This design comes from an exercise in tuning for small area, a short achievable clock period and few clock cycles per item on the open sky130 flow, not from production work. Only simulation tests tie the RTL to the original design; equivalence was not proved. No activity file was given, so power comes from the tool's default toggle rates.

[design/flow/flow/run.sh]
#!/bin/bash
# Standard layout, with the port buffers made from buf_2 cells instead of
# the slow delay-buffer cells buffer_ports picks on its own.
set -euo pipefail
export BUFFER_PORTS_ARGS="-buffer_cell sky130_fd_sc_hd__buf_2"
bash standard.sh > standard.log 2>&1
[design/flow/standard.sh]
#!/bin/bash
# synth_recipe.tcl (not shown) runs the flow's synth.tcl, then flattens the netlist and writes it again
# the make line also repeats each setting of config.mk as NAME=value (left out here)
make -C /OpenROAD-flow-scripts/flow DESIGN_CONFIG=/design/flow/config.mk WORK_HOME=/design/flow/orfs CLKGATE_MAP_FILE= SYNTH_SCRIPT=/design/flow/synth_recipe.tcl "${@:-finish}"
[design/flow/config.mk]
export PLATFORM = sky130hd
export DESIGN_NAME = div_avalon
export DESIGN_NICKNAME = div_avalon
export VERILOG_FILES = /design/flow/design.v
export SDC_FILE = /design/flow/constraint.sdc
export NUM_CORES = 4
export LEC_CHECK = 0
export CAP_MARGIN = 20
export CORE_MARGIN = 2
export CORE_UTILIZATION = 60
export CTS_BUF_LIST = sky130_fd_sc_hd__clkbuf_4 sky130_fd_sc_hd__clkbuf_8
export SETUP_SLACK_MARGIN = 2.2
export SLEW_MARGIN = 20
[design/flow/constraint.sdc]
create_clock -name core_clock -period 5.0 [get_ports {clk}]
set_input_delay 1.0000 -clock core_clock [delete_from_list [all_inputs] [get_ports {clk}]]
set_output_delay 1.0000 -clock core_clock [all_outputs]
set_load 0.01 [all_outputs]
[design/flow/design.v]
module div
	#(
		parameter W=32
	 )
	(
		input wire clk, reset, str_trg,
		input wire [W-1:0] dvsr, dvnd,
		input wire [5:0] cd, ca,
		output wire ready,
		output reg done_trg,
		output wire [W-1:0] quo, rmd
	);
	reg        busy_reg;
	reg [4:0]  n_reg;
	reg [W-1:0] r_reg, q_reg, d_reg;
	wire       dz = cd[5];
	wire [5:0] p  = cd - ca;
	wire       imm = dz | (ca > cd);
	wire [W-1:0] g0 = r_reg & ~d_reg;
	wire [W-1:0] p0 = r_reg ^ ~d_reg;
	reg [W-1:0] G, P, Gn, Pn;
	integer i, s;
	always @*
	begin
		G = g0; P = p0;
		G[0] = r_reg[0] | ~d_reg[0];
		P[0] = 1'b0;
		for (s = 1; s < W; s = s * 2)
		begin
			Gn = G; Pn = P;
			for (i = 0; i < W; i = i + 1)
				if (i & s)
				begin
					if (i == 1)
						Gn[i] = g0[1] | (p0[1] & g0[0]) | (p0[1] & p0[0]);
					else if (i == s)
						Gn[i] = g0[i] | (p0[i] & g0[i-1]) | (p0[i] & p0[i-1] & G[i-2]);
					else
						Gn[i] = G[i] | (P[i] & G[(i & ~(s-1)) - 1]);
					Pn[i] = P[i] & P[(i & ~(s-1)) - 1];
				end
			G = Gn; P = Pn;
		end
	end
	wire [W-1:0] diff = p0 ^ {G[W-2:0], 1'b1};
	wire       ge = G[W-1];
	wire       last = (n_reg == 0);
	always @(posedge clk, posedge reset)
		if (reset)
			busy_reg <= 1'b0;
		else if (str_trg)
			busy_reg <= ~imm;
		else if (last)
			busy_reg <= 1'b0;
	always @(posedge clk)
	begin
		if (str_trg)
		begin
			n_reg <= p[4:0];
			d_reg <= dvsr << p[4:0];
		end
		else
		begin
			n_reg <= n_reg - 1'b1;
			d_reg <= d_reg >> 1;
		end
		if (str_trg)
			r_reg <= dvnd;
		else if (busy_reg & ge)
			r_reg <= diff;
		if (str_trg)
			q_reg <= {W{dz}};
		else if (busy_reg)
			q_reg <= {q_reg[W-2:0], ge};
	end
	always @*
		done_trg = str_trg ? imm : (busy_reg & last);
	assign ready = ~busy_reg;
	assign quo = q_reg;
	assign rmd = r_reg;
endmodule
module div_avalon
	#(
		parameter W     = 32,
				  CBIT  = 6
	 )
	(
		input wire clk, reset,
		input wire [2:0] div_address,
		input wire div_chipselect,
		input wire div_write,
		input wire [W-1:0] div_writedata,
		output wire [W-1:0] div_readdata,
		output wire div_irq,
		output wire div_rdy
	);
	wire div_start, div_ready, set_done_trg, clr_done_trg;
	reg [W-1:0] dvnd_reg, dvsr_reg;
	reg [5:0] ca_reg, cd_reg;
	reg done_trg_reg;
	wire [W-1:0] quo, rmd;
	wire wr_en, wr_dvnd, wr_dvsr;
	reg [5:0] wclz;
	integer i;
	always @*
	begin
		wclz = 6'd32;
		for (i = 0; i < W; i = i + 1)
			if (div_writedata[i]) wclz = 6'd31 - i[5:0];
	end
	div #(.W(32)) d1
		 ( .clk(clk), .reset(reset), .str_trg(div_start), .dvsr(dvsr_reg), .dvnd(dvnd_reg),
		   .cd(cd_reg), .ca(ca_reg),
		   .ready(div_ready), .done_trg(set_done_trg), .quo(quo), .rmd(rmd));
	always @(posedge clk)
	begin
		if (wr_dvnd)
		begin
			dvnd_reg <= div_writedata;
			ca_reg <= wclz;
		end
		if (wr_dvsr)
		begin
			dvsr_reg <= div_writedata;
			cd_reg <= wclz;
		end
	end
	always @(posedge clk, posedge reset)
		if (reset)
			done_trg_reg <= 1'b0;
		else if (set_done_trg)
			done_trg_reg <= 1'b1;
		else if (clr_done_trg)
			done_trg_reg <= 1'b0;
	assign wr_en = div_write & div_chipselect;
	assign wr_dvnd = (div_address == 3'h0) & wr_en;
	assign wr_dvsr = (div_address == 3'h1) & wr_en;
	assign div_start = (div_address == 3'h2) & wr_en & div_ready;
	assign clr_done_trg = (div_address == 3'h6) & wr_en;
	assign div_readdata = (div_address == 3'h3) ? quo :
						  (div_address == 3'h4) ? rmd :
						  {31'b0, (div_address == 3'h5) ? div_ready : done_trg_reg};
	assign div_rdy = div_ready;
	assign div_irq = done_trg_reg;
endmodule
==> impl_metrics.tcl, run 1 <==
set metrics [dict create \
    status "finished clean" \
    num_io_pins 73 \
    hold_path.class "in -> async" \
    clk_latency_ns 0.48 \
    synth_edf_count 140 \
    layout_setup_ws_ns 1.93 \
    clock-skew-final_ns 0.0169 \
    syn_area_um2 9970 \
    antenna_left 0 \
    cts-buffers-inserted 17 \
    die_area_um2 17700 \
    grt-ovfl-total 0 \
    dp_slack_ns 1.30 \
    drc 0 \
    cp.required_ns 5.36 \
    yosysSeqAreaShare 0.501 \
    initialDrtViolationCount 850 \
    avgSynthCellArea_um2 11.1 \
    total_power_mw 3.60 \
    cp-end-kind "register" \
    via_per_inst 6.24 \
    wirelength_um 26500 \
    firstDrtPassIters 5 \
    area_growth_pct 20.2 \
    cts_tree "done" \
    coreArea_um2 16400 \
    drive_gt1_frac 0.266 \
    hold_viol 0 \
    irDropWorstVdd_v 0.000243 \
    maxCapViolCount 0 \
    die_h_um 133 \
    grtUsageTotal 0.303 \
    place_inst 1156 \
    cts_root_buf "clkbuf_8" \
    start_kind "register" \
    antenna_cells 0 \
    drv_slew 0 \
    wl_per_cell_um 21.5 \
    clock_sinks 179 \
    cp_max_fo 5 \
    yosysUniqueCellTypes 59 \
    initial_utilization 0.608 \
    die_x_um 133 \
    min_period_ns 3.07 \
    grt_pass1_vias 7407 \
    cts-hold-fix-buffers 0 \
    final_cells 1235 \
    fmax_ghz 0.325 \
    p_leak_nw 4.70 \
    placed_area_um2 10600 \
    p_per_area_nw_per_um2 300 \
    yosys_warnings 2 \
    fin_area_um2 12000 \
    fin_tns_setup_ns 0 \
    period_share 0.615 \
    htreeDepth 4 \
    slew-limit-headroom 0.386 \
    place_congestion 0.904 \
    rows 47 \
    worst_pin_slew_ns 0.918 \
    fin_nets 1088 \
    vias 7710 \
    synth_nets 982 \
    grt_pass1_wl_um 40600 \
    synth-main-ff-cell "edfxtp_1" \
    syn_inst 897 \
    grt_max_degree 55 \
    cp_data_arrival_time_ns 3.43 \
    dp_hpwl_um 17300 \
    finalSetupViolations 0 \
    grt_setup_unrepaired "yes" \
    async_reset_ff_frac 0.0112 \
    criticalPathCategory "reg -> reg" \
    clkSlewWorstSetupHoldPaths_ns 0.09 \
    postLayoutCoreUtil 0.731 \
    io_buffers 72 \
    antenna_found_initial 0 \
    synth-seq-cells 179 \
    hold_ws_ns 0.369 \
    cts_buffer_depth 2 \
]
[cell usage after synthesis, types with 8 or more instances]
library cell,n,area (um2)
nand2_1,67,251
edfxtp_1,140,4200
dfxtp_1,37,741
mux2i_1,43,430
nor2b_1,14,87.6
a21o_1,46,345
nor2_1,61,229
a211oi_1,30,225
a21oi_1,59,295
xnor2_1,18,158
a22o_1,32,280
nor4_1,8,50.1
inv_1,64,240
o31ai_1,10,75.1
nand3_1,12,60.1
nor3_1,9,45.0
xor2_1,13,114
clkbuf_1,30,113
o21ai_0,51,255
mux4_2,21,473
ha_1,45,563
[final timing paths]
| kind | start | to | slack, ns | depth (start not counted) |
|---|---|---|---|---|
| worst min-delay path | reset | done_trg_reg$_DFFE_PP0P_ | 0.37 | 2 |
| max in group asynchronous | reset | d1.busy_reg$_DFFE_PP0P_ | 4.52 | 2 |
| min in group core_clock | d1.d_reg[7]$_DFF_P_ | d1.d_reg[6]$_DFF_P_ | 0.47 | 2 |
| worst max register to register | cd_reg[0]$_DFFE_PP_ | d1.d_reg[24]$_DFF_P_ | 1.93 | 11 |
| worst min register to register | d1.d_reg[7]$_DFF_P_ | d1.d_reg[6]$_DFF_P_ | 0.47 | 2 |
| worst max-delay path | cd_reg[0]$_DFFE_PP_ | d1.d_reg[24]$_DFF_P_ | 1.93 | 11 |
[layer usage]
metal | track usage | share of wire | up-vias | routed length (um)
met5 | 0 | 0 | - | 0
met4 | 0.0848 | 0.021 | 0 | 555
met1 | 0.423 | 0.42 | 3770 | 11200
li1 | - | - | 3579 | -
met3 | 0.0533 | 0.067 | 50 | 1770
met2 | 0.493 | 0.49 | 311 | 13000
[layout by cell type (no fill, tap or decap), types with 33 or more instances in the layout]
| master | netlist | final |
|---|---|---|
| edfxtp_1 | 140 | 140 |
| buf_2 | 7 | 69 |
| nand2_1 | 67 | 64 |
| inv_1 | 64 | 62 |
| nor2_1 | 61 | 58 |
| a21oi_1 | 59 | 53 |
| a21o_1 | 46 | 46 |
| o21ai_0 | 51 | 42 |
| buf_4 | 6 | 40 |
| dfxtp_1 | 37 | 37 |
| ha_1 | 45 | 33 |
[where the power goes]
group	switching, mW	internal, mW	leakage, nW
registers	0.0518	1.73	1.58
clock network	0.517	0.386	0.169
logic	0.501	0.415	2.95
total	1.07	2.53	4.70
[critical path, stage by stage, from the launching register on]
cell	delay (ns)
edfxtp_1	0.39
inv_1	0.08
ha_1	0.16
inv_2	0.05
fa_4	0.83
clkbuf_16	0.17
mux4_2	0.55
mux2i_2	0.23
buf_4	0.15
a211oi_1	0.07
a211oi_1	0.23
a21oi_1	0.06
[cell families after synthesis]
logic type / after synthesis / synth area share
multiplexers: 66 / 0.0929
buffers and inverters: 109 / 0.0449
adder cells (fa/ha/maj): 46 / 0.0585
AO/OA/AOI/OAI: 271 / 0.186
XOR/XNOR: 31 / 0.0272
AND/OR/NAND/NOR: 195 / 0.0890
flip-flops: 179 / 0.501
[cell type report]
cell class / instances / area [um2]
Tap cell: 220 / 275
Fill cell: 1137 / 4420
Sequential cell: 179 / 4990
Timing Repair Buffer: 126 / 982
Clock inverter: 14 / 113
Multi-Input combinational cell: 615 / 5150
Inverter: 64 / 240
Clock buffer: 17 / 234
[repair_timing]
| action | 4_1_cts | 5_1_grt |
|---|---|---|
| pin swaps | 47 | 21 |
| endpoints found under the setup margin | 94 | 96 |
| resized for setup | 83 | 36 |
| cloned | 9 | 3 |
| setup buffers | 27 | 9 |
Testbench counts, summed over its fixed seeds: cycles 24,255, items 2,048.
==> run 2, diff against run 1 <==
--- a/design/flow/config.mk
+++ b/design/flow/config.mk
@@ -9,5 +9,5 @@
 export CORE_MARGIN = 2
 export CORE_UTILIZATION = 60
 export CTS_BUF_LIST = sky130_fd_sc_hd__clkbuf_4 sky130_fd_sc_hd__clkbuf_8
-export SETUP_SLACK_MARGIN = 2.2
+export SETUP_SLACK_MARGIN = 2.0
 export SLEW_MARGIN = 20
==> run 2 against run 1 <==
Effect of this change:
- sequential power hardly changed
- routed wire length is 5.5% lower
- via count is 3.8% lower
- final cell count is 1.6% lower
- clock skew is 0.0046 ns lower
==> impl_metrics.tcl, run 2 <==
set metrics [dict create \
    status "finished clean" \
    grt_pass1_wl_um 37900 \
    hold_ws_ns 0.395 \
    fill_cells 1142 \
    place_inst 1156 \
    coreArea_um2 16400 \
    io_buffers 72 \
    clkSlewWorstSetupHoldPaths_ns 0.10 \
    worst_pin_slew_ns 0.711 \
    htreeDepth 4 \
    synth_area_leaders "edfxtp_1, dfxtp_1, ha_1, mux4_2, mux2i_1" \
    grt_pass1_vias 7092 \
    cts_tree "done" \
    yosysUniqueCellTypes 59 \
    place_congestion 0.892 \
    irDropWorstVdd_v 0.000219 \
    async_reset_ff_frac 0.0112 \
    fin_tns_setup_ns 0 \
    clock_sinks 179 \
    wirelength_um 25100 \
    drc 0 \
    yosysSeqAreaShare 0.501 \
    firstDrtPassIters 5 \
    hold_viol 0 \
    slew-limit-headroom 0.523 \
    cts-buffers-inserted 17 \
    ff_latch_area_um2 4990 \
    drive_gt1_frac 0.242 \
    antenna_left 0 \
    final_cell_mix "edfxtp_1, buf_2, nand2_1" \
    via_per_inst 6.11 \
    grt_setup_unrepaired "yes" \
    ys_top_cells_by_count "edfxtp_1, nand2_1, inv_1" \
    avgSynthCellArea_um2 11.1 \
    area_growth_pct 18.0 \
    dp_slack_ns 1.29 \
    grtUsageTotal 0.280 \
    cp_data_arrival_time_ns 3.29 \
    grt-ovfl-total 0 \
    layout_setup_ws_ns 2.03 \
    vias 7420 \
    antenna_found_initial 0 \
    cp.required_ns 5.32 \
    maxCapViolCount 0 \
    wl_per_cell_um 20.6 \
    synth-seq-cells 179 \
    antenna_cells 0 \
    dp_hpwl_um 16900 \
    fmax_ghz 0.336 \
    yosysTopAreaCellShare 0.422 \
    period_share 0.595 \
    r2r_cells 10 \
    rows 47 \
    syn_area_um2 9970 \
    finalSetupViolations 0 \
    synth-main-ff-cell "edfxtp_1" \
    cts_buffer_depth 2 \
    p_per_area_nw_per_um2 329 \
    cts_root_buf "clkbuf_8" \
    syn_inst 897 \
    num_io_pins 73 \
    min_period_ns 2.97 \
    synth_most_common_cell "edfxtp_1" \
    hold_path.class "in -> async" \
    criticalPathCategory "reg -> reg" \
    clk_latency_ns 0.45 \
    initialDrtViolationCount 589 \
    fin_nets 1067 \
    die_area_um2 17700 \
    clock-skew-final_ns 0.0123 \
    start_kind "register" \
    multi_input_area_um2 4960 \
    drv_slew 0 \
    synth_area_leader_cell "edfxtp_1" \
    grt_max_degree 56 \
    die_x_um 133 \
    final_cells 1215 \
    p_leak_nw 4.66 \
    cp-end-kind "register" \
    die_h_um 133 \
    initial_utilization 0.608 \
    synth_nets 982 \
    yosys_warnings 2 \
    final_common_cell "edfxtp_1" \
    cp_max_fo 10 \
    synth_edf_count 140 \
]
-- run 2: cell count changes in the layout (fill, tap and decap cells not counted), sizes merged, moves of 2 or more --
cell    delta
buf       -21
inv        +2
clkbuf     +2
clkinv     -7
bufinv     +6
-- run 2: kinds of logic after synthesis --
| kind of cell | count (synthesis) | share of synthesized area |
|---|---|---|
| AOI/OAI and AO/OA | 271 | 0.186 |
| and+or+nand+nor | 195 | 0.0890 |
| DFF | 179 | 0.501 |
| buffers and inverters | 109 | 0.0449 |
| muxes | 66 | 0.0929 |
| adders and majority gates | 46 | 0.0585 |
| xor gates and xnor gates | 31 | 0.0272 |
-- run 2: layout make-up --
cell class              count  area share
clock buffers              18      0.0205
well taps                 220      0.0234
repair buffers            106      0.0672
inverters                  64      0.0204
flip-flops and latches    179       0.424
clock inverters            14      0.0229
multi-input cells         614       0.421
-- run 2: through the flow --
step                      power (mW)  cell area [um2]   util
final                           3.87            11800  0.717
after floorplan                 2.36            10000      -
after global placement          2.51            10500  0.643
after detailed placement        2.54            10500  0.643
after CTS                       3.81            11400  0.692
after global routing            4.04            11800  0.717
-- run 2: repair_timing --
action,4_1_cts,5_1_grt
hold buffers,0,0
pin swaps,14,16
setup endpoints to repair,89,94
gates cloned,5,4
resized for setup,34,63
buffers inserted,12,6
-- run 2: layer usage --
metal  vias to the layer above  share of wire  GRT usage
met5                         -              0          0
met4                         0          0.016     0.0603
met3                        33          0.066     0.0517
met2                       276           0.49      0.456
met1                      3586           0.43      0.397
li1                       3525              -          -
-- run 2: path summary, 6_finish.rpt --
kind                                          start                  endpoint  slack, ns
worst max-delay path            cd_reg[0]$_DFFE_PP_      d1.d_reg[18]$_DFF_P_       2.03
worst min-delay path                          reset  done_trg_reg$_DFFE_PP0P_       0.39
worst max register to register  cd_reg[0]$_DFFE_PP_      d1.d_reg[18]$_DFF_P_       2.03
worst min register to register  d1.d_reg[7]$_DFF_P_       d1.d_reg[6]$_DFF_P_       0.47
max in group asynchronous                     reset   d1.busy_reg$_DFFE_PP0P_       4.49
min in group core_clock         d1.d_reg[7]$_DFF_P_       d1.d_reg[6]$_DFF_P_       0.47
-- run 2: report_power, final --
part / switching, mW / total [mW] / internal (mW) / leakage, nW
Clock: 0.532 / 1.24 / 0.710 / 0.249
Sequential: 0.0512 / 1.78 / 1.73 / 1.58
Combinational: 0.473 / 0.847 / 0.375 / 2.83
-- run 2: critical path, stage by stage, from the launching register on --
cell and delay [ns]:
edfxtp_1 0.39, inv_1 0.07, ha_1 0.15, inv_2 0.05, fa_4 0.83, buf_12 0.16
mux4_2 0.54, mux2i_2 0.22, mux2i_1 0.12, a22oi_2 0.21, o21ai_0 0.11
==> run 3, diff against run 2 <==
--- a/design/flow/config.mk
+++ b/design/flow/config.mk
@@ -9,5 +9,5 @@
 export CORE_MARGIN = 2
 export CORE_UTILIZATION = 60
 export CTS_BUF_LIST = sky130_fd_sc_hd__clkbuf_4 sky130_fd_sc_hd__clkbuf_8
-export SETUP_SLACK_MARGIN = 2.0
+export SETUP_SLACK_MARGIN = 1.9
 export SLEW_MARGIN = 20
==> run 3 against run 2 <==
Effect of this change:
- still clean on timing, DRC and antenna
- non-clock buffer count shrank 13
- count of clock-buffer cells in the layout unchanged
- routed wire length decreased by 3.9%
- synthesized area stayed put
- worst setup slack worse by 0.053 ns
- hold slack worse by 0.0062 ns
- register-to-register slack got worse by 0.05 ns
- global-route usage decreased by 0.49 points
- critical path type is now in -> out
- largest cell class unchanged
- largest power group unchanged
- highest routed layer unchanged
==> impl_metrics.tcl, run 3 <==
set metrics [dict create \
    status "finished clean" \
    cts_tree "done" \
    yosysTopAreaCellShare 0.422 \
    p_seq_frac 0.466 \
    vias 7333 \
    placed_area_um2 10500 \
    cp_data_arrival_time_ns 2.03 \
    drv_slew 0 \
    synthSimpleGateAreaFrac 0.0890 \
    synth_edf_count 140 \
    cp.required_ns 4.00 \
    comb_power_share 0.207 \
    synth_area_leader_cell "edfxtp_1" \
    antenna_cells 0 \
    clk_latency_ns 0.45 \
    via_per_inst 6.11 \
    cts_root_buf "clkbuf_8" \
    synth-seq-cells 179 \
    htreeDepth 4 \
    p_sw_mw 1.04 \
    dp_hpwl_um 16900 \
    firstDrtPassIters 5 \
    criticalPathCategory "in -> out" \
    synth-main-ff-cell "edfxtp_1" \
    antenna_found_initial 0 \
    io_buffers 72 \
    drive_gt1_frac 0.213 \
    finalSetupViolations 0 \
    power.internal_mw 2.78 \
    coreArea_um2 16400 \
    maxCapViolCount 0 \
    cp-end-kind "primary output" \
    worst_pin_slew_ns 0.700 \
    die_area_um2 17700 \
    cp_max_fo 31 \
    initial_utilization 0.608 \
    antenna_left 0 \
    layout_setup_ws_ns 1.97 \
    synth_area_leaders "edfxtp_1, dfxtp_1, ha_1, mux4_2, mux2i_1" \
    grt_max_degree 56 \
    rows 47 \
    hold_viol 0 \
    yosys_warnings 2 \
    p_per_area_nw_per_um2 334 \
    p_leak_nw 4.54 \
    async_reset_ff_frac 0.0112 \
    yosysUniqueCellTypes 59 \
    fin_tns_setup_ns 0 \
    avgSynthCellArea_um2 11.1 \
    final_cell_mix "edfxtp_1, buf_2, nand2_1" \
    slew-limit-headroom 0.532 \
    die_x_um 133 \
    synth_compound_area_frac 0.186 \
    synth_top_family_by_area "compound AO/OA/AOI/OAI gates" \
    yosys.area_share.adder 0.0585 \
    area_growth_pct 14.4 \
    grt-ovfl-total 0 \
    cts-buffers-inserted 17 \
    die_h_um 133 \
    ys_top_cells_by_count "edfxtp_1, nand2_1, inv_1" \
    min_period_ns 3.03 \
    hold_path.class "in -> async" \
    synth-xor-area-share 0.0272 \
    swShare 0.272 \
    synth_mux_area_frac 0.0929 \
    synth_most_common_cell "edfxtp_1" \
    reg2reg_slack_ns 1.98 \
    grt_pass1_vias 6970 \
    num_io_pins 73 \
    irDropWorstVdd_v 0.000217 \
    dp_slack_ns 1.29 \
    grtUsageTotal 0.275 \
    postLayoutCoreUtil 0.695 \
    place_congestion 0.892 \
    start_kind "input port" \
    period_share 0.605 \
    fin_nets 1053 \
    synth_nets 982 \
    wirelength_um 24100 \
    fmax_ghz 0.330 \
    clkSlewWorstSetupHoldPaths_ns 0.09 \
    drc 0 \
    pwr-share-clk 0.327 \
    grt_pass1_wl_um 37200 \
    cts_buffer_depth 2 \
    fin_area_um2 11400 \
    syn_area_um2 9970 \
    wl_per_cell_um 20.1 \
    clock-skew-final_ns 0.00912 \
    yosysSeqAreaShare 0.501 \
    clock_sinks 179 \
    syn_inst 897 \
    grt_setup_unrepaired "yes" \
    initialDrtViolationCount 662 \
    final_common_cell "edfxtp_1" \
]
run 3: changes by cell type in the layout (fill, tap and decap cells not counted), sizes merged:
| cell | before | now |
|---|---|---|
| buf | 102 | 92 |
| clkbuf | 22 | 19 |
| and2 | 7 | 5 |
| o31a | 5 | 6 |
run 3: cell families (layout without fill, tap and decap cells):
| logic type | after synthesis | count (layout) |
|---|---|---|
| AOI/OAI and AO/OA | 271 | 274 |
| and+or+nand+nor | 195 | 196 |
| DFF | 179 | 179 |
| buffers and inverters | 109 | 189 |
| muxes | 66 | 66 |
| adders and majority gates | 46 | 46 |
| xor gates and xnor gates | 31 | 31 |
run 3: stage by stage:
step	std cells	hold slack (ns)	total power [mW]
2_1_floorplan	897	0.425	2.36
3_3_place_gp	1156	0.451	2.51
3_5_place_dp	1156	0.455	2.54
4_1_cts	1196	0.377	3.79
5_1_grt	1201	0.369	3.98
6_report	1201	0.389	3.81
run 3: metal layers:
metal | GRT usage | vias up | share of wire
li1 | - | 3492 | -
met1 | 0.391 | 3541 | 0.44
met2 | 0.440 | 263 | 0.48
met3 | 0.0444 | 37 | 0.063
met4 | 0.0830 | 0 | 0.019
met5 | 0 | - | 0
run 3: power by group through the flow:
stage                     combinational (mW)  sequential (mW)  clock, mW
after floorplan                        0.566             1.79          0
final                                  0.790             1.78       1.24
after global routing                   0.874             1.79       1.32
after global placement                 0.707             1.81          0
after detailed placement               0.733             1.81          0
after CTS                              0.755             1.78       1.26
run 3: worst paths after layout:
check | cells after the start | end | startpoint
worst max register to register | 10 | d1.d_reg[24]$_DFF_P_ | cd_reg[0]$_DFFE_PP_
worst min-delay path | 2 | done_trg_reg$_DFFE_PP0P_ | reset
worst max-delay path | 6 | div_readdata[25] | div_address[1]
max in group asynchronous | 2 | d1.busy_reg$_DFFE_PP0P_ | reset
worst min register to register | 2 | d1.d_reg[6]$_DFF_P_ | d1.d_reg[7]$_DFF_P_
min in group core_clock | 2 | d1.d_reg[6]$_DFF_P_ | d1.d_reg[7]$_DFF_P_
run 3: repair_timing:
item / in CTS / in global routing
resized for setup: 12 / 40
pin swaps: 5 / 14
buffers inserted: 5 / 3
gates cloned: 3 / 2
hold buffers: 0 / 0
setup endpoints to repair: 87 / 88
run 3: critical path, stage by stage:
cell and delay (ns):
buf_2 0.15, nand2b_1 0.21, nor2_2 0.13, buf_8 0.21, a22o_1 0.17, buf_2 0.13
run 3: area by class of cell:
class,count,area (um2)
multi-input cells,613,4800
well taps,220,275
clock inverters,14,269
inverters,64,240
repair buffers,93,579
fillers,1199,5000
clock buffers,18,241
flip-flops and latches,179,4990
==> run 4, diff against run 3 <==
--- a/design/flow/design.v
+++ b/design/flow/design.v
@@ -14,36 +14,13 @@
 	reg [4:0]  n_reg;
 	reg [W-1:0] r_reg, q_reg, d_reg;
 	wire       dz = cd[5];
-	wire [5:0] p  = cd - ca;
-	wire       imm = dz | (ca > cd);
-	wire [W-1:0] g0 = r_reg & ~d_reg;
-	wire [W-1:0] p0 = r_reg ^ ~d_reg;
-	reg [W-1:0] G, P, Gn, Pn;
-	integer i, s;
-	always @*
-	begin
-		G = g0; P = p0;
-		G[0] = r_reg[0] | ~d_reg[0];
-		P[0] = 1'b0;
-		for (s = 1; s < W; s = s * 2)
-		begin
-			Gn = G; Pn = P;
-			for (i = 0; i < W; i = i + 1)
-				if (i & s)
-				begin
-					if (i == 1)
-						Gn[i] = g0[1] | (p0[1] & g0[0]) | (p0[1] & p0[0]);
-					else if (i == s)
-						Gn[i] = g0[i] | (p0[i] & g0[i-1]) | (p0[i] & p0[i-1] & G[i-2]);
-					else
-						Gn[i] = G[i] | (P[i] & G[(i & ~(s-1)) - 1]);
-					Pn[i] = P[i] & P[(i & ~(s-1)) - 1];
-				end
-			G = Gn; P = Pn;
-		end
-	end
-	wire [W-1:0] diff = p0 ^ {G[W-2:0], 1'b1};
-	wire       ge = G[W-1];
+	wire [5:0] p;
+	wire       cd_ge_ca;
+	div_sub #(.W(6)) sub_p (.a(cd), .b(ca), .diff(p), .ge(cd_ge_ca));
+	wire       imm = dz | ~cd_ge_ca;
+	wire [W-1:0] diff;
+	wire       ge;
+	div_sub #(.W(W)) sub_r (.a(r_reg), .b(d_reg), .diff(diff), .ge(ge));
 	wire       last = (n_reg == 0);
 	always @(posedge clk, posedge reset)
 		if (reset)
@@ -78,6 +55,44 @@
 	assign ready = ~busy_reg;
 	assign quo = q_reg;
 	assign rmd = r_reg;
+endmodule
+module div_sub
+	#(
+		parameter W=32
+	 )
+	(
+		input wire [W-1:0] a, b,
+		output wire [W-1:0] diff,
+		output wire ge
+	);
+	wire [W-1:0] g0 = a & ~b;
+	wire [W-1:0] p0 = a ^ ~b;
+	reg [W-1:0] G, P, Gn, Pn;
+	integer i, s;
+	always @*
+	begin
+		G = g0; P = p0;
+		G[0] = a[0] | ~b[0];
+		P[0] = 1'b0;
+		for (s = 1; s < W; s = s * 2)
+		begin
+			Gn = G; Pn = P;
+			for (i = 0; i < W; i = i + 1)
+				if (i & s)
+				begin
+					if (i == 1)
+						Gn[i] = g0[1] | (p0[1] & g0[0]) | (p0[1] & p0[0]);
+					else if (i == s)
+						Gn[i] = g0[i] | (p0[i] & g0[i-1]) | (p0[i] & p0[i-1] & G[i-2]);
+					else
+						Gn[i] = G[i] | (P[i] & G[(i & ~(s-1)) - 1]);
+					Pn[i] = P[i] & P[(i & ~(s-1)) - 1];
+				end
+			G = Gn; P = Pn;
+		end
+	end
+	assign diff = p0 ^ {G[W-2:0], 1'b1};
+	assign ge = G[W-1];
 endmodule
 module div_avalon
 	#(
==> run 4 against run 3 <==
Effect of this change:
- clock skew grew 0.0031 ns
- die area is essentially flat
- final cell count grew 4.0%
- hold slack lost 0.027 ns
- synthesized area is essentially flat
- combinational power grew 2%
- total power shrank 6.1%
- highest routed layer unchanged
- sequential power is essentially flat
- still clean on timing, DRC and antenna
- routed wire length grew 4.6%
- largest power group unchanged
- count of clock-buffer cells in the layout is the same
- register-to-register slack gained 0.06 ns
- via count grew 4.5%
==> impl_metrics.tcl, run 4 <==
set metrics [dict create \
    layout_setup_ws_ns 1.94 \
    htreeDepth 4 \
    grt_max_degree 87 \
    vias 7661 \
    min_period_ns 3.06 \
    antenna_cells 0 \
    yosysUniqueCellTypes 67 \
    initialDrtViolationCount 789 \
    die_area_um2 17700 \
    final_cells 1249 \
    cp.depth 7 \
    drive_gt1_frac 0.161 \
    syn_inst 945 \
    wirelength_um 25200 \
    reg2reg_slack_ns 2.04 \
    avgSynthCellArea_um2 10.5 \
    max_stage_delay_ns 0.28 \
    final_cell_mix "edfxtp_1, nand2_1, nor2_1" \
    fin_tns_setup_ns 0 \
    hold_path.class "in -> async" \
    io_buffers 72 \
    via_per_inst 6.13 \
    cp_data_arrival_time_ns 2.06 \
    antenna_found_initial 0 \
    clock-skew-final_ns 0.0123 \
    cp_max_fo 16 \
    finalSetupViolations 0 \
    fill_cells 1288 \
    criticalPathCategory "in -> out" \
    synth_nets 1026 \
    cts_tree "done" \
    p_leak_nw 4.55 \
    slew-limit-headroom 0.426 \
    hold_viol 0 \
    area_growth_pct 12.5 \
    coreArea_um2 16400 \
    place_congestion 0.917 \
    cp-end-kind "primary output" \
    clk_latency_ns 0.47 \
    path_cells "buf_8 -> inv_2 -> nor3_4 -> buf_6 -> buf_12 -> a22o_1 -> buf_2" \
    ff_latch_area_um2 4990 \
    synth_edf_count 140 \
    dp_slack_ns 1.62 \
    cts_buffer_depth 2 \
    timing.critical_path.buf_inv 5 \
    irDropWorstVdd_v 0.000204 \
    regToRegEndpoint "d1.d_reg[30]$_DFF_P_" \
    worst_pin_slew_ns 0.860 \
    start_kind "input port" \
    placed_area_um2 10500 \
    maxCapViolCount 0 \
    clkSlewWorstSetupHoldPaths_ns 0.10 \
    postLayoutCoreUtil 0.683 \
    dp_hpwl_um 18300 \
    yosys_warnings 4 \
    hold_ws_ns 0.362 \
    cts_root_buf "clkbuf_8" \
    cp.required_ns 4.00 \
    synth_area_leader_cell "edfxtp_1" \
    grt_pass1_vias 7329 \
    syn_area_um2 9970 \
    r2r_cells 11 \
    ys_top_cells_by_count "edfxtp_1, nand2_1, nor2_1" \
    p_per_area_nw_per_um2 319 \
    yosysSeqAreaShare 0.501 \
    drv_slew 0 \
    grt_pass1_wl_um 39900 \
    initial_utilization 0.607 \
    fin_area_um2 11200 \
    fmax_ghz 0.327 \
    synth-seq-cells 179 \
    period_share 0.611 \
    status "finished clean" \
    synth_area_leaders "edfxtp_1, dfxtp_1, mux2i_1, ha_1, nand2_1" \
    multi_input_area_um2 4700 \
    firstDrtPassIters 5 \
    fin_nets 1097 \
    grt_setup_unrepaired "yes" \
    wl_per_cell_um 20.2 \
    r2r-start "cd_reg[0]$_DFFE_PP_" \
    grt-ovfl-total 0 \
    clock_sinks 179 \
    place_inst 1201 \
    die_h_um 133 \
    cpMaxStageDelayCell "nor3_4" \
    num_io_pins 73 \
    synth-main-ff-cell "edfxtp_1" \
    yosysTopAreaCellShare 0.422 \
    final_common_cell "edfxtp_1" \
    cts-buffers-inserted 17 \
    die_x_um 133 \
    drc 0 \
    antenna_left 0 \
    total_power_mw 3.58 \
    grtUsageTotal 0.293 \
    synth_most_common_cell "edfxtp_1" \
    async_reset_ff_frac 0.0112 \
    rows 47 \
    cp_top_family "buffers and inverters" \
]
-- run 4: cell types whose count changed in the layout (fill, tap and decap cells not counted), moves of 11 or more --
cell | before | now
mux2i_2 | 12 | 1
a211oi_1 | 25 | 7
nand2_1 | 66 | 101
o21ai_0 | 47 | 34
nor2_1 | 58 | 72
mux2i_1 | 30 | 61
nand3_1 | 12 | 23
mux4_2 | 21 | 3
-- run 4: layout make-up --
type                    instances  share of cell area
repair buffers                 99              0.0561
clock buffers                  18              0.0215
clock inverters                14              0.0137
inverters                      57              0.0191
multi-input cells             662               0.419
well taps                     220              0.0246
flip-flops and latches        179               0.446
-- run 4: report_power, final --
| group | switching (mW) | leakage [nW] | total, mW | internal, mW |
|---|---|---|---|---|
| registers | 0.0501 | 1.58 | 1.77 | 1.72 |
| logic | 0.466 | 2.77 | 0.807 | 0.341 |
| clock network | 0.543 | 0.201 | 1.00 | 0.458 |
| total | 1.06 | 4.55 | 3.58 | 2.52 |
-- run 4: per-layer routing --
layer,GRT usage,share of wire
met3,0.0479,0.065
met4,0.0765,0.017
met1,0.425,0.45
met2,0.461,0.47
met5,0,0
-- run 4: logic make-up (layout without fill, tap and decap cells) --
logic type / after synthesis / count (layout) / share of synthesized area
AO/OA/AOI/OAI: 252 / 252 / 0.172
XOR/XNOR: 35 / 36 / 0.0349
adder cells (fa/ha/maj): 42 / 42 / 0.0527
buffers and inverters: 105 / 188 / 0.0433
flip-flops: 179 / 179 / 0.501
multiplexers: 73 / 73 / 0.0796
AND/OR/NAND/NOR: 259 / 259 / 0.116
-- run 4: worst max path at each step --
stage / startpoint / end / slack, ns
final: div_address[2] / div_readdata[17] / 1.94
after global routing: ca_reg[1]$_DFFE_PP_ / d1.d_reg[18]$_DFF_P_ / 1.88
after CTS: cd_reg[1]$_DFFE_PP_ / d1.d_reg[30]$_DFF_P_ / 1.80
after detailed placement: cd_reg[1]$_DFFE_PP_ / d1.d_reg[30]$_DFF_P_ / 1.62
after global placement: d1.r_reg[2]$_DFFE_PP_ / d1.r_reg[25]$_DFFE_PP_ / 1.73
after floorplan: div_address[2] / ca_reg[0]$_DFFE_PP_ / 1.15
-- run 4: what timing repair did --
| item | in CTS | in global routing |
|---|---|---|
| pin swaps | 3 | 3 |
| gates resized for setup | 12 | 14 |
| setup endpoints to repair | 76 | 92 |
| setup buffers | 2 | 12 |
| hold buffers | 0 | 0 |
| cloned | 2 | 0 |
Testbench counts of run 4, summed over its fixed seeds: cycles 24,255, items 2,048.
==> run 5, diff against run 4 <==
--- a/design/flow/config.mk
+++ b/design/flow/config.mk
@@ -9,5 +9,5 @@
 export CORE_MARGIN = 2
 export CORE_UTILIZATION = 60
 export CTS_BUF_LIST = sky130_fd_sc_hd__clkbuf_4 sky130_fd_sc_hd__clkbuf_8
-export SETUP_SLACK_MARGIN = 1.9
+export SETUP_SLACK_MARGIN = 2.3
 export SLEW_MARGIN = 20
==> run 5 against run 4 <==
Effect of this change:
- still clean
- clock power is 5% higher
- synthesized cell count unchanged
- via count up 4.5%
- utilization grew 6.4 points
- routed wire length increased by 7.7%
- flip-flop and latch count unchanged
- sequential power hardly changed
- maximum frequency rose by 2.9%
- register-to-register slack is essentially flat
- non-clock buffer count up 45
- synthesized area unchanged
- final cell count rose by 3.9%
- critical endpoint is now div_readdata[14]
- largest cell class is now multi-input gates
- largest power group unchanged
==> impl_metrics.tcl, run 5 <==
set metrics [dict create \
    start_kind "input port" \
    synth_nets 1026 \
    synth_area_leader_cell "edfxtp_1" \
    p_leak_nw 4.91 \
    coreArea_um2 16400 \
    postLayoutCoreUtil 0.747 \
    synth_area_leaders "edfxtp_1, dfxtp_1, mux2i_1, ha_1, nand2_1" \
    path_cells "buf_12 -> nor3_4 -> buf_6 -> buf_12 -> buf_12 -> a22o_1 -> buf_2" \
    clkSlewWorstSetupHoldPaths_ns 0.10 \
    grt_pass1_wl_um 42100 \
    p_per_area_nw_per_um2 310 \
    vias 8003 \
    total_power_mw 3.80 \
    grt_pass1_vias 7694 \
    placed_area_um2 10600 \
    yosysTopAreaCellShare 0.422 \
    cpMaxStageDelayCell "nor3_4" \
    htreeDepth 4 \
    wl_per_cell_um 20.9 \
    slew-limit-headroom 0.570 \
    antenna_found_initial 0 \
    cp-end-kind "primary output" \
    cts-buffers-inserted 17 \
    drv_slew 0 \
    maxCapViolCount 0 \
    num_io_pins 73 \
    final_cells 1298 \
    die_area_um2 17700 \
    grt_max_degree 87 \
    hold_path.class "in -> async" \
    fin_area_um2 12300 \
    cp.required_ns 4.00 \
    yosysUniqueCellTypes 67 \
    fin_nets 1146 \
    area_growth_pct 23.0 \
    hold_viol 0 \
    clock_sinks 179 \
    dp_slack_ns 1.53 \
    r2r-start "d1.r_reg[14]$_DFFE_PP_" \
    die_h_um 133 \
    fmax_ghz 0.337 \
    yosysSeqAreaShare 0.501 \
    synth_edf_count 140 \
    dp_hpwl_um 18400 \
    initialDrtViolationCount 715 \
    via_per_inst 6.17 \
    ys_top_cells_by_count "edfxtp_1, nand2_1, nor2_1" \
    grt-ovfl-total 0 \
    final_cell_mix "edfxtp_1, nand2_1, nor2_1" \
    drive_gt1_frac 0.253 \
    place_inst 1201 \
    cp_max_fo 8 \
    antenna_left 0 \
    layout_setup_ws_ns 2.03 \
    period_share 0.594 \
    wirelength_um 27100 \
    syn_inst 945 \
    place_congestion 0.938 \
    syn_area_um2 9970 \
    finalSetupViolations 0 \
    irDropWorstVdd_v 0.000237 \
    max_stage_delay_ns 0.20 \
    yosys_warnings 4 \
    final_common_cell "edfxtp_1" \
    avgSynthCellArea_um2 10.5 \
    criticalPathCategory "in -> out" \
    clock-skew-final_ns 0.0147 \
    firstDrtPassIters 6 \
    rows 47 \
    regToRegEndpoint "d1.r_reg[18]$_DFFE_PP_" \
    status "finished clean" \
    min_period_ns 2.97 \
    initial_utilization 0.607 \
    hold_ws_ns 0.366 \
    antenna_cells 0 \
    synth_most_common_cell "edfxtp_1" \
    worst_pin_slew_ns 0.645 \
    grt_setup_unrepaired "yes" \
    cts_tree "done" \
    die_x_um 133 \
    cp_data_arrival_time_ns 1.97 \
    clk_latency_ns 0.45 \
    synth-main-ff-cell "edfxtp_1" \
    io_buffers 72 \
    reg2reg_slack_ns 2.04 \
    cts_buffer_depth 2 \
    fin_tns_setup_ns 0 \
    r2r_cells 11 \
    drc 0 \
    grtUsageTotal 0.310 \
    cpMostUsedCell "buf_12" \
    synth-seq-cells 179 \
    async_reset_ff_frac 0.0112 \
    cts_root_buf "clkbuf_8" \
]
[run 5: worst max-delay path by stage]
stage | start | to | cells past startpoint | slack (ns)
after floorplan | div_address[0] | d1.r_reg[0]$_DFFE_PP_ | 3 | 1.93
after global placement | div_address[0] | d1.r_reg[23]$_DFFE_PP_ | 6 | 1.56
after detailed placement | d1.r_reg[2]$_DFFE_PP_ | d1.r_reg[22]$_DFFE_PP_ | 10 | 1.53
after CTS | div_address[1] | div_readdata[19] | 7 | 2.05
after global routing | div_address[0] | div_readdata[14] | 7 | 1.97
final | div_address[0] | div_readdata[14] | 7 | 2.03
[run 5: cell families after synthesis]
family,after synthesis,share of synthesized area
xor+xnor,35,0.0349
buf+inv,105,0.0433
fa+ha+maj,42,0.0527
compound gates,252,0.172
simple gates,259,0.116
flops,179,0.501
mux,73,0.0796
[run 5: area by class of cell]
type,count,area [um2]
Clock inverter,15,183
Multi-Input combinational cell,666,5170
Fill cell,1118,4150
Clock buffer,17,234
Tap cell,220,275
Inverter,57,219
Timing Repair Buffer,144,1180
Sequential cell,179,5000
[run 5: per-layer routing]
| layer | track usage | vias up | share of wire |
|---|---|---|---|
| met2 | 0.508 | 343 | 0.48 |
| met5 | 0 | - | 0 |
| met1 | 0.425 | 3880 | 0.42 |
| met4 | 0.0795 | 0 | 0.025 |
| li1 | - | 3732 | - |
| met3 | 0.0636 | 48 | 0.074 |
[run 5: power by group]
group	switching (mW)	internal [mW]
clock	0.546	0.501
sequential	0.0529	1.72
combinational	0.526	0.452
total	1.12	2.68
[run 5: repair_timing]
| item | CTS | global route |
|---|---|---|
| hold buffers | 0 | 0 |
| resized for setup | 76 | 44 |
| buffers inserted | 34 | 21 |
| cloned | 8 | 2 |
| endpoints found under the setup margin | 104 | 111 |
| pin swaps | 21 | 29 |
[run 5: worst max-delay path: cells and delay by family]
family | cells | cell delay, ns
AND/OR/NAND/NOR | 1 | 0.20
AO/OA/AOI/OAI | 1 | 0.15
buffers and inverters | 5 | 0.62
==> run 6, diff against run 5 <==
--- a/design/flow/config.mk
+++ b/design/flow/config.mk
@@ -9,5 +9,5 @@
 export CORE_MARGIN = 2
 export CORE_UTILIZATION = 60
 export CTS_BUF_LIST = sky130_fd_sc_hd__clkbuf_4 sky130_fd_sc_hd__clkbuf_8
-export SETUP_SLACK_MARGIN = 2.3
+export SETUP_SLACK_MARGIN = 2.5
 export SLEW_MARGIN = 20
==> run 6 against run 5 <==
Effect of this change:
- still clean on timing, DRC and antenna
- synthesized area did not move
- utilization rose by 7.4 points
- critical path depth rose by 4
- largest cell class unchanged
- largest power group unchanged
- highest routed layer unchanged
==> impl_metrics.tcl, run 6 <==
set metrics [dict create \
    yosysTopAreaCellShare 0.422 \
    final_cells 1353 \
    finalSetupViolations 0 \
    coreArea_um2 16400 \
    cp_data_arrival_time_ns 3.40 \
    synth_area_leader_cell "edfxtp_1" \
    r2r-start "d1.r_reg[14]$_DFFE_PP_" \
    fmax_ghz 0.326 \
    grtUsageTotal 0.320 \
    grt_setup_unrepaired "yes" \
    slew-limit-headroom 0.572 \
    via_per_inst 6.38 \
    p_seq_frac 0.441 \
    path_cells "ha_4 -> and3_4 -> o211ai_1 -> a2111oi_4 -> o211ai_1 -> o211a_1 -> buf_6 -> buf_6 -> nor2b_4 -> or4b_1 -> nand3_1" \
    initialDrtViolationCount 1035 \
    power.internal_mw 2.80 \
    min_period_ns 3.07 \
    vias 8629 \
    clock_sinks 179 \
    cts-buffers-inserted 17 \
    place_inst 1201 \
    grt_pass1_wl_um 43300 \
    htreeDepth 4 \
    wl_per_cell_um 23.0 \
    io_buffers 72 \
    drc 0 \
    clk_latency_ns 0.48 \
    wirelength_um 31200 \
    fin_tns_setup_ns 0 \
    p_leak_nw 5.29 \
    final_cell_mix "edfxtp_1, nand2_1, buf_4" \
    p_per_area_nw_per_um2 299 \
    yosysUniqueCellTypes 67 \
    comb_power_share 0.299 \
    num_io_pins 73 \
    synth-seq-cells 179 \
    clock-skew-final_ns 0.0131 \
    antenna_left 0 \
    reg2reg_slack_ns 1.93 \
    syn_area_um2 9970 \
    grt-ovfl-total 0 \
    worst_pin_slew_ns 0.643 \
    timing.critical_path.buf_inv 2 \
    cp_top_family "compound AO/OA/AOI/OAI gates" \
    drive_gt1_frac 0.351 \
    antenna_found_initial 0 \
    initial_utilization 0.607 \
    pwr-share-clk 0.259 \
    period_share 0.613 \
    postLayoutCoreUtil 0.821 \
    yosys_warnings 4 \
    hold_viol 0 \
    dp_slack_ns 1.33 \
    yosysSeqAreaShare 0.501 \
    swShare 0.306 \
    synth_area_leaders "edfxtp_1, dfxtp_1, mux2i_1, ha_1, nand2_1" \
    syn_inst 945 \
    cpMaxStageDelayCell "or4b_1" \
    clkSlewWorstSetupHoldPaths_ns 0.10 \
    fin_nets 1202 \
    irDropWorstVdd_v 0.000190 \
    synth_most_common_cell "edfxtp_1" \
    cp.required_ns 5.34 \
    async_reset_ff_frac 0.0112 \
    drv_slew 0 \
    r2r_cells 11 \
    grt_pass1_vias 7884 \
    regToRegEndpoint "d1.r_reg[30]$_DFFE_PP_" \
    die_x_um 133 \
    hold_path.class "in -> async" \
    die_h_um 133 \
    maxCapViolCount 0 \
    p_sw_mw 1.23 \
    synth-main-ff-cell "edfxtp_1" \
    grt_max_degree 87 \
    start_kind "register" \
    ys_top_cells_by_count "edfxtp_1, nand2_1, nor2_1" \
    cts_tree "done" \
    cp_max_fo 4 \
    dp_hpwl_um 18200 \
    avgSynthCellArea_um2 10.5 \
    max_stage_delay_ns 0.48 \
    cts_buffer_depth 2 \
    die_area_um2 17700 \
    place_congestion 0.940 \
    firstDrtPassIters 12 \
    synth_edf_count 140 \
    final_common_cell "edfxtp_1" \
    antenna_cells 0 \
    status "finished clean" \
    layout_setup_ws_ns 1.93 \
    synth_nets 1026 \
    total_power_mw 4.03 \
    cp-end-kind "register" \
    cp-startpoint "d1.r_reg[14]$_DFFE_PP_" \
    criticalPathCategory "reg -> reg" \
    rows 47 \
    area_growth_pct 35.1 \
    cts_root_buf "clkbuf_8" \
]
==> run 6: cell types whose count changed in the layout (fill, tap and decap cells not counted), moves of 10 or more <==
cell	change
mux2i_1	-27
buf_6	+22
buf_4	+20
mux2i_4	+15
mux2i_2	+12
nand2_1	-10
nand2_2	+10
==> run 6: final cells by class <==
type	instances	area, um2
timing repair buffer	198	1810
inverter	57	219
clock buffer	18	241
multi-input combinational	668	5760
sequential	179	5000
clock inverter	13	159
fill	884	2940
tap	220	275
==> run 6: logic make-up (layout without fill, tap and decap cells) <==
family / count (synthesis) / in the layout / synth area share
fa+ha+maj: 42 / 42 / 0.0527
simple gates: 259 / 262 / 0.116
compound gates: 252 / 253 / 0.172
mux: 73 / 73 / 0.0796
xor+xnor: 35 / 38 / 0.0349
buf+inv: 105 / 286 / 0.0433
flops: 179 / 179 / 0.501
==> run 6: how the worst max path moves through the flow <==
| stage | endpoint | slack (ns) | depth (start not counted) |
|---|---|---|---|
| floorplan | d1.r_reg[0]$_DFFE_PP_ | 1.93 | 3 |
| global placement | d1.r_reg[23]$_DFFE_PP_ | 1.42 | 10 |
| detailed placement | d1.r_reg[20]$_DFFE_PP_ | 1.33 | 10 |
| CTS | div_readdata[3] | 2.11 | 6 |
| global route | d1.r_reg[30]$_DFFE_PP_ | 1.90 | 11 |
| finish | d1.r_reg[30]$_DFFE_PP_ | 1.93 | 11 |
==> run 6: metal layers <==
metal | GRT usage | vias up | routed length, um
met5 | 0 | - | 0
met4 | 0.103 | 0 | 1370
met3 | 0.0582 | 126 | 2480
met2 | 0.518 | 514 | 15100
met1 | 0.439 | 4147 | 12200
li1 | - | 3842 | -
==> run 6: metrics by stage <==
step / cell area [um2] / hold WS (ns)
after global routing: 13500 / 0.361
after global placement: 10600 / 0.443
after detailed placement: 10600 / 0.456
after floorplan: 10000 / 0.425
after CTS: 12500 / 0.346
final: 13500 / 0.361
==> run 6: what timing repair did <==
item                                    in CTS  in global routing
gates resized for setup                    145                117
endpoints found under the setup margin     153                122
setup buffers                               67                 40
pin swaps                                   59                 76
cloned                                       9                  5
hold buffers                                 0                  0
endpoints found under the hold margin        0                  0
==> run 6: power by group through the flow <==
stage	registers [mW]	clock network [mW]	logic [mW]
3_3_place_gp	1.80	0	0.741
6_report	1.78	1.05	1.21
4_1_cts	1.77	1.04	1.00
2_1_floorplan	1.79	0	0.588
3_5_place_dp	1.81	0	0.773
5_1_grt	1.79	1.11	1.28
==> run 7, diff against run 6 <==
--- a/design/flow/config.mk
+++ b/design/flow/config.mk
@@ -9,5 +9,5 @@
 export CORE_MARGIN = 2
 export CORE_UTILIZATION = 60
 export CTS_BUF_LIST = sky130_fd_sc_hd__clkbuf_4 sky130_fd_sc_hd__clkbuf_8
-export SETUP_SLACK_MARGIN = 2.5
+export SETUP_SLACK_MARGIN = 2.0
 export SLEW_MARGIN = 20
==> run 7 against run 6 <==
Effect of this change:
- synthesized area stayed put
- global-route usage decreased by 2.9 points
- total power is 6.7% lower
- critical endpoint is now div_readdata[1]
- combinational power down 29%
- synthesized cell count unchanged
- maximum frequency rose by 2.4%
- worst setup slack better by 0.071 ns
- clock skew grew 0.0084 ns
- still clean on timing, DRC and antenna
- hold slack got worse by 0.018 ns
==> impl_metrics.tcl, run 7 <==
set metrics [dict create \
    criticalPathCategory "in -> out" \
    pwr-share-clk 0.298 \
    hold_viol 0 \
    cp_top_family "buffers and inverters" \
    synthSimpleGateAreaFrac 0.116 \
    status "finished clean" \
    drv_slew 0 \
    die_h_um 133 \
    fmax_ghz 0.334 \
    yosys_warnings 4 \
    irDropWorstVdd_v 0.000194 \
    yosysTopAreaCellShare 0.422 \
    grt_pass1_wl_um 39700 \
    antenna_left 0 \
    cp_max_fo 8 \
    via_per_inst 6.19 \
    synth-seq-cells 179 \
    syn_area_um2 9970 \
    synth_compound_area_frac 0.172 \
    synth_nets 1026 \
    dp_hpwl_um 18100 \
    initial_utilization 0.607 \
    die_x_um 133 \
    hold_path.class "in -> async" \
    cp.required_ns 4.00 \
    path_cells "clkbuf_4 -> nor3_4 -> buf_6 -> clkbuf_16 -> a22o_1 -> buf_2" \
    firstDrtPassIters 7 \
    antenna_cells 0 \
    clock-skew-final_ns 0.0215 \
    avgSynthCellArea_um2 10.5 \
    fill_cells 1188 \
    swShare 0.291 \
    vias 7823 \
    fin_tns_setup_ns 0 \
    p_sw_mw 1.09 \
    ff_latch_area_um2 4990 \
    final_common_cell "edfxtp_1" \
    synth-main-ff-cell "edfxtp_1" \
    grt_setup_unrepaired "yes" \
    area_growth_pct 17.4 \
    clock_sinks 179 \
    synth_area_leaders "edfxtp_1, dfxtp_1, mux2i_1, ha_1, nand2_1" \
    worst_pin_slew_ns 0.845 \
    rows 47 \
    io_buffers 72 \
    async_reset_ff_frac 0.0112 \
    synth_most_common_cell "edfxtp_1" \
    multi_input_area_um2 4870 \
    yosys.area_share.adder 0.0527 \
    cts_buffer_depth 2 \
    synth_area_leader_cell "edfxtp_1" \
    maxCapViolCount 0 \
    postLayoutCoreUtil 0.713 \
    htreeDepth 4 \
    power.internal_mw 2.67 \
    start_kind "input port" \
    p_leak_nw 4.72 \
    drive_gt1_frac 0.185 \
    timing.critical_path.buf_inv 4 \
    drc 0 \
    total_power_mw 3.76 \
    p_seq_frac 0.472 \
    grt-ovfl-total 0 \
    p_per_area_nw_per_um2 321 \
    ys_top_cells_by_count "edfxtp_1, nand2_1, nor2_1" \
    max_stage_delay_ns 0.19 \
    num_io_pins 73 \
    wl_per_cell_um 21.1 \
    cts_tree "done" \
    grtUsageTotal 0.291 \
    yosysSeqAreaShare 0.501 \
    antenna_found_initial 0 \
    cp_data_arrival_time_ns 2.00 \
    fin_nets 1111 \
    dp_slack_ns 1.55 \
    slew-limit-headroom 0.437 \
    grt_pass1_vias 7374 \
    synth_edf_count 140 \
    cp-startpoint "div_address[0]" \
    layout_setup_ws_ns 2.00 \
    finalSetupViolations 0 \
    coreArea_um2 16400 \
    place_congestion 0.876 \
    r2r-start "d1.r_reg[21]$_DFFE_PP_" \
    min_period_ns 3.00 \
    synth_mux_area_frac 0.0796 \
    cp-end-kind "primary output" \
    period_share 0.599 \
    yosysUniqueCellTypes 67 \
    cts_root_buf "clkbuf_8" \
    cpMaxStageDelayCell "buf_6" \
    clkSlewWorstSetupHoldPaths_ns 0.11 \
    grt_max_degree 87 \
    syn_inst 945 \
    final_cell_mix "edfxtp_1, nand2_1, nor2_1" \
    wirelength_um 26700 \
    comb_power_share 0.230 \
    clk_latency_ns 0.48 \
    die_area_um2 17700 \
    initialDrtViolationCount 801 \
    cts-buffers-inserted 17 \
    synth-xor-area-share 0.0349 \
    synth_top_family_by_area "compound AO/OA/AOI/OAI gates" \
]
[run 7: timing repair]
action | CTS | global route
setup endpoints to repair | 85 | 96
gates resized for setup | 22 | 28
gates cloned | 2 | 12
buffers inserted | 5 | 12
hold buffers | 0 | 0
pin swaps | 2 | 7
[run 7: metrics by stage]
stage | cell area, um2 | hold slack, ns | cells
6_report | 11700 | 0.343 | 1263
5_1_grt | 11700 | 0.344 | 1263
4_1_cts | 11200 | 0.331 | 1239
3_5_place_dp | 10500 | 0.460 | 1200
3_3_place_gp | 10500 | 0.452 | 1200
2_1_floorplan | 10000 | 0.425 | 945
[run 7: cells by family (layout without fill, tap and decap cells)]
group | count (synthesis) | count (layout)
DFF | 179 | 179
AOI/OAI and AO/OA | 252 | 252
and+or+nand+nor | 259 | 261
xor gates and xnor gates | 35 | 38
adders and majority gates | 42 | 42
buffers and inverters | 105 | 198
muxes | 73 | 73
[run 7: power by group through the flow]
stage	sequential (mW)	clock, mW	combinational, mW
finish	1.78	1.12	0.865
global route	1.78	1.19	0.949
CTS	1.77	1.13	0.785
detailed placement	1.81	0	0.761
global placement	1.80	0	0.732
floorplan	1.79	0	0.585
[run 7: area by class of cell]
type	instances	area share
clock inverters	13	0.0170
multi-input cells	666	0.416
clock buffers	19	0.0213
flip-flops and latches	179	0.427
inverters	57	0.0183
repair buffers	109	0.0769
well taps	220	0.0235
[run 7: final timing paths]
path / to / slack (ns) / cells past startpoint
worst max-delay path: div_readdata[1] / 2.00 / 6
worst min-delay path: done_trg_reg$_DFFE_PP0P_ / 0.34 / 2
worst max register to register: d1.r_reg[17]$_DFFE_PP_ / 2.05 / 10
worst min register to register: d1.n_reg[0]$_DFF_P_ / 0.48 / 1
max in group asynchronous: d1.busy_reg$_DFFE_PP0P_ / 4.55 / 2
min in group core_clock: d1.n_reg[0]$_DFF_P_ / 0.48 / 1
[run 7: layer usage]
metal  up-vias  track usage  part of all wire
met5         -            0                 0
met3        36       0.0444             0.066
met4         0       0.0812             0.015
met2       328        0.465              0.48
li1       3659            -                 -
met1      3800        0.416              0.44
==> run 8, diff against run 7 <==
--- a/design/flow/config.mk
+++ b/design/flow/config.mk
@@ -9,5 +9,5 @@
 export CORE_MARGIN = 2
 export CORE_UTILIZATION = 60
 export CTS_BUF_LIST = sky130_fd_sc_hd__clkbuf_4 sky130_fd_sc_hd__clkbuf_8
-export SETUP_SLACK_MARGIN = 2.0
+export SETUP_SLACK_MARGIN = 2.2
 export SLEW_MARGIN = 20
==> run 8 against run 7 <==
Effect of this change:
- count of clock-buffer cells in the layout shrank 2
- flip-flop and latch count did not move
- synthesized cell count is the same
- non-clock buffer count up 8
- utilization is 1.2 points higher
- combinational power up 8.0%
- hold slack better by 0.017 ns
- maximum frequency rose by 1.4%
- clock skew is 0.0026 ns lower
- critical endpoint is now d1.r_reg[18]$_DFFE_PP_
- total power shrank 1.5%
- die area did not move
==> impl_metrics.tcl, run 8 <==
set metrics [dict create \
    grt_pass1_vias 7638 \
    grt_setup_unrepaired "yes" \
    p_per_area_nw_per_um2 311 \
    synth_area_leaders "edfxtp_1, dfxtp_1, mux2i_1, ha_1, nand2_1" \
    drv_slew 0 \
    r2r_cells 11 \
    ff_latch_area_um2 5000 \
    syn_inst 945 \
    regToRegEndpoint "d1.r_reg[18]$_DFFE_PP_" \
    grtUsageTotal 0.305 \
    synth-seq-cells 179 \
    syn_area_um2 9970 \
    num_io_pins 73 \
    reg2reg_slack_ns 2.05 \
    synth-main-ff-cell "edfxtp_1" \
    hold_ws_ns 0.360 \
    synth_nets 1026 \
    antenna_left 0 \
    cp-end-kind "register" \
    hold_viol 0 \
    fmax_ghz 0.339 \
    min_period_ns 2.95 \
    final_cell_mix "edfxtp_1, nand2_1, nor2_1" \
    cp-startpoint "d1.r_reg[14]$_DFFE_PP_" \
    grt_max_degree 87 \
    dp_hpwl_um 18300 \
    wl_per_cell_um 21.1 \
    htreeDepth 4 \
    die_area_um2 17700 \
    area_growth_pct 19.3 \
    vias 7875 \
    yosysUniqueCellTypes 67 \
    grt_pass1_wl_um 41300 \
    cp_data_arrival_time_ns 3.15 \
    slew-limit-headroom 0.450 \
    irDropWorstVdd_v 0.000246 \
    synth_most_common_cell "edfxtp_1" \
    criticalPathCategory "reg -> reg" \
    firstDrtPassIters 6 \
    die_h_um 133 \
    fin_nets 1119 \
    clock_sinks 179 \
    die_x_um 133 \
    yosys_warnings 4 \
    multi_input_area_um2 5090 \
    period_share 0.591 \
    finalSetupViolations 0 \
    drive_gt1_frac 0.222 \
    place_congestion 0.937 \
    antenna_found_initial 0 \
    wirelength_um 26800 \
    rows 47 \
    r2r-start "d1.r_reg[14]$_DFFE_PP_" \
    cp_max_fo 8 \
    final_common_cell "edfxtp_1" \
    avgSynthCellArea_um2 10.5 \
    fin_tns_setup_ns 0 \
    clock-skew-final_ns 0.0189 \
    async_reset_ff_frac 0.0112 \
    start_kind "register" \
    postLayoutCoreUtil 0.725 \
    p_leak_nw 4.73 \
    clkSlewWorstSetupHoldPaths_ns 0.10 \
    antenna_cells 0 \
    synth_area_leader_cell "edfxtp_1" \
    cts_root_buf "clkbuf_8" \
    io_buffers 72 \
    fill_cells 1178 \
    via_per_inst 6.20 \
    ys_top_cells_by_count "edfxtp_1, nand2_1, nor2_1" \
    grt-ovfl-total 0 \
    initialDrtViolationCount 965 \
    cp.required_ns 5.19 \
    cts-hold-fix-buffers 0 \
    cts_buffer_depth 2 \
    maxCapViolCount 0 \
    yosysTopAreaCellShare 0.422 \
    coreArea_um2 16400 \
    hold_path.class "in -> async" \
    synth_edf_count 140 \
    initial_utilization 0.607 \
    drc 0 \
    status "finished clean" \
    yosysSeqAreaShare 0.501 \
    clk_latency_ns 0.47 \
    worst_pin_slew_ns 0.825 \
    cts-buffers-inserted 17 \
    cts_tree "done" \
]
-- run 8: changes by cell type in the layout (fill, tap and decap cells not counted), moves of 3 or more --
| cell | previous run | this run |
|---|---|---|
| ha_4 | 7 | 18 |
| mux2i_1 | 61 | 55 |
| o21ai_2 | 2 | 5 |
| buf_4 | 21 | 29 |
| ha_1 | 34 | 23 |
| clkbuf_4 | 3 | 0 |
| mux2i_2 | 1 | 7 |
| clkbuf_16 | 7 | 1 |
| buf_6 | 1 | 5 |
-- run 8: through the flow --
stage	setup WS, ns	cells	power, mW	area [um2]
2_1_floorplan	1.93	945	2.37	10000
3_3_place_gp	1.56	1201	2.54	10600
3_5_place_dp	1.53	1201	2.57	10600
4_1_cts	2.09	1254	3.63	11500
5_1_grt	1.98	1271	3.87	11900
6_report	2.05	1271	3.70	11900
-- run 8: kinds of logic (layout without fill, tap and decap cells) --
group,after synthesis,in the layout,synth area share
simple gates,259,261,0.116
mux,73,73,0.0796
flops,179,179,0.501
fa+ha+maj,42,42,0.0527
buf+inv,105,206,0.0433
xor+xnor,35,38,0.0349
compound gates,252,252,0.172
-- run 8: layout make-up --
| class | count | area share |
|---|---|---|
| Clock buffer | 17 | 0.0197 |
| Clock inverter | 15 | 0.0133 |
| Inverter | 57 | 0.0180 |
| Multi-Input combinational cell | 666 | 0.428 |
| Sequential cell | 179 | 0.420 |
| Tap cell | 220 | 0.0231 |
| Timing Repair Buffer | 117 | 0.0775 |
-- run 8: report_power, final --
group / switching (mW) / internal, mW
clock network: 0.545 / 0.448
logic: 0.514 / 0.420
registers: 0.0541 / 1.72
-- run 8: layer usage --
layer / routed length [um] / share of wire / vias to the layer above / GRT usage
met5: 0 / 0 / - / 0
met4: 753 / 0.028 / 0 / 0.108
met3: 1940 / 0.072 / 55 / 0.0609
met2: 12500 / 0.47 / 345 / 0.481
met1: 11600 / 0.43 / 3800 / 0.422
li1: - / - / 3675 / -
-- run 8: worst max-delay path, cell delays in order, from the launching register on --
cell and delay, ns:
edfxtp_1 0.48, ha_4 0.34, and3_1 0.19, o211ai_1 0.22, a2111oi_4 0.36, o211ai_1 0.13
o211a_1 0.16, a21oi_2 0.19, a21oi_2 0.11, a21boi_4 0.21, buf_12 0.15, clkbuf_16 0.15
-- run 8: repair_timing --
action                     in CTS  in global routing
setup endpoints to repair      99                103
pin swaps                      24                 14
buffers inserted               14                 15
gates resized for setup        56                 34
gates cloned                    7                  2
-- run 8: worst max-delay path by stage --
stage | to | slack, ns
after floorplan | d1.r_reg[0]$_DFFE_PP_ | 1.93
after global placement | d1.r_reg[23]$_DFFE_PP_ | 1.56
after detailed placement | d1.r_reg[22]$_DFFE_PP_ | 1.53
after CTS | div_readdata[6] | 2.09
after global routing | d1.r_reg[18]$_DFFE_PP_ | 1.98
final | d1.r_reg[18]$_DFFE_PP_ | 2.05

[port drivers added, routing unchanged]
Ports are ideal in the flow. The routed layouts listed here were re-timed in OpenROAD.
Step 1 (the two cells are an assumption about what drives the block):
set clk [get_ports {clk}]
set_driving_cell -lib_cell sky130_fd_sc_hd__clkbuf_16 $clk
set_driving_cell -lib_cell sky130_fd_sc_hd__buf_2 [delete_from_list [all_inputs] $clk]
Step 2 times the ports against the registers' clock, not the clock port: input delays grow and output delays shrink by t, the midpoint of the rising clock arrivals with the driver on.
Three values: ideal ports, drivers, drivers and shift; two values: the first two.
| run | t, ns | slack for setup (ns) | worst setup path after step 2 | worst slew at a driven data input, ns |
|---|---|---|---|---|
| run 1 | 0.510 | 1.926 / 1.926 / 1.786 | input to register | 0.06 |
| run 2 | 0.488 | 2.027 / 1.988 / 1.641 | input to register | 0.06 |
| run 3 | 0.491 | 1.974 / 1.950 / 1.736 | input to register | 0.04 |
| run 4 | 0.504 | 1.944 / 1.885 / 1.860 | input to register | 0.06 |
| run 5 | 0.489 | 2.028 / 1.975 / 1.930 | input to register | 0.08 |
| run 6 | 0.514 | 1.933 / 1.933 / 1.740 | input to register | 0.07 |
| run 7 | 0.513 | 2.005 / 1.971 / 1.745 | input to register | 0.06 |
| run 8 | 0.502 | 2.046 / 1.998 / 1.841 | input to register | 0.08 |
After both steps every run listed still meets setup and hold. For run 2, which loses most, drivers alone change the setup slack by -0.039 ns; drivers and shift together by -0.386 ns.
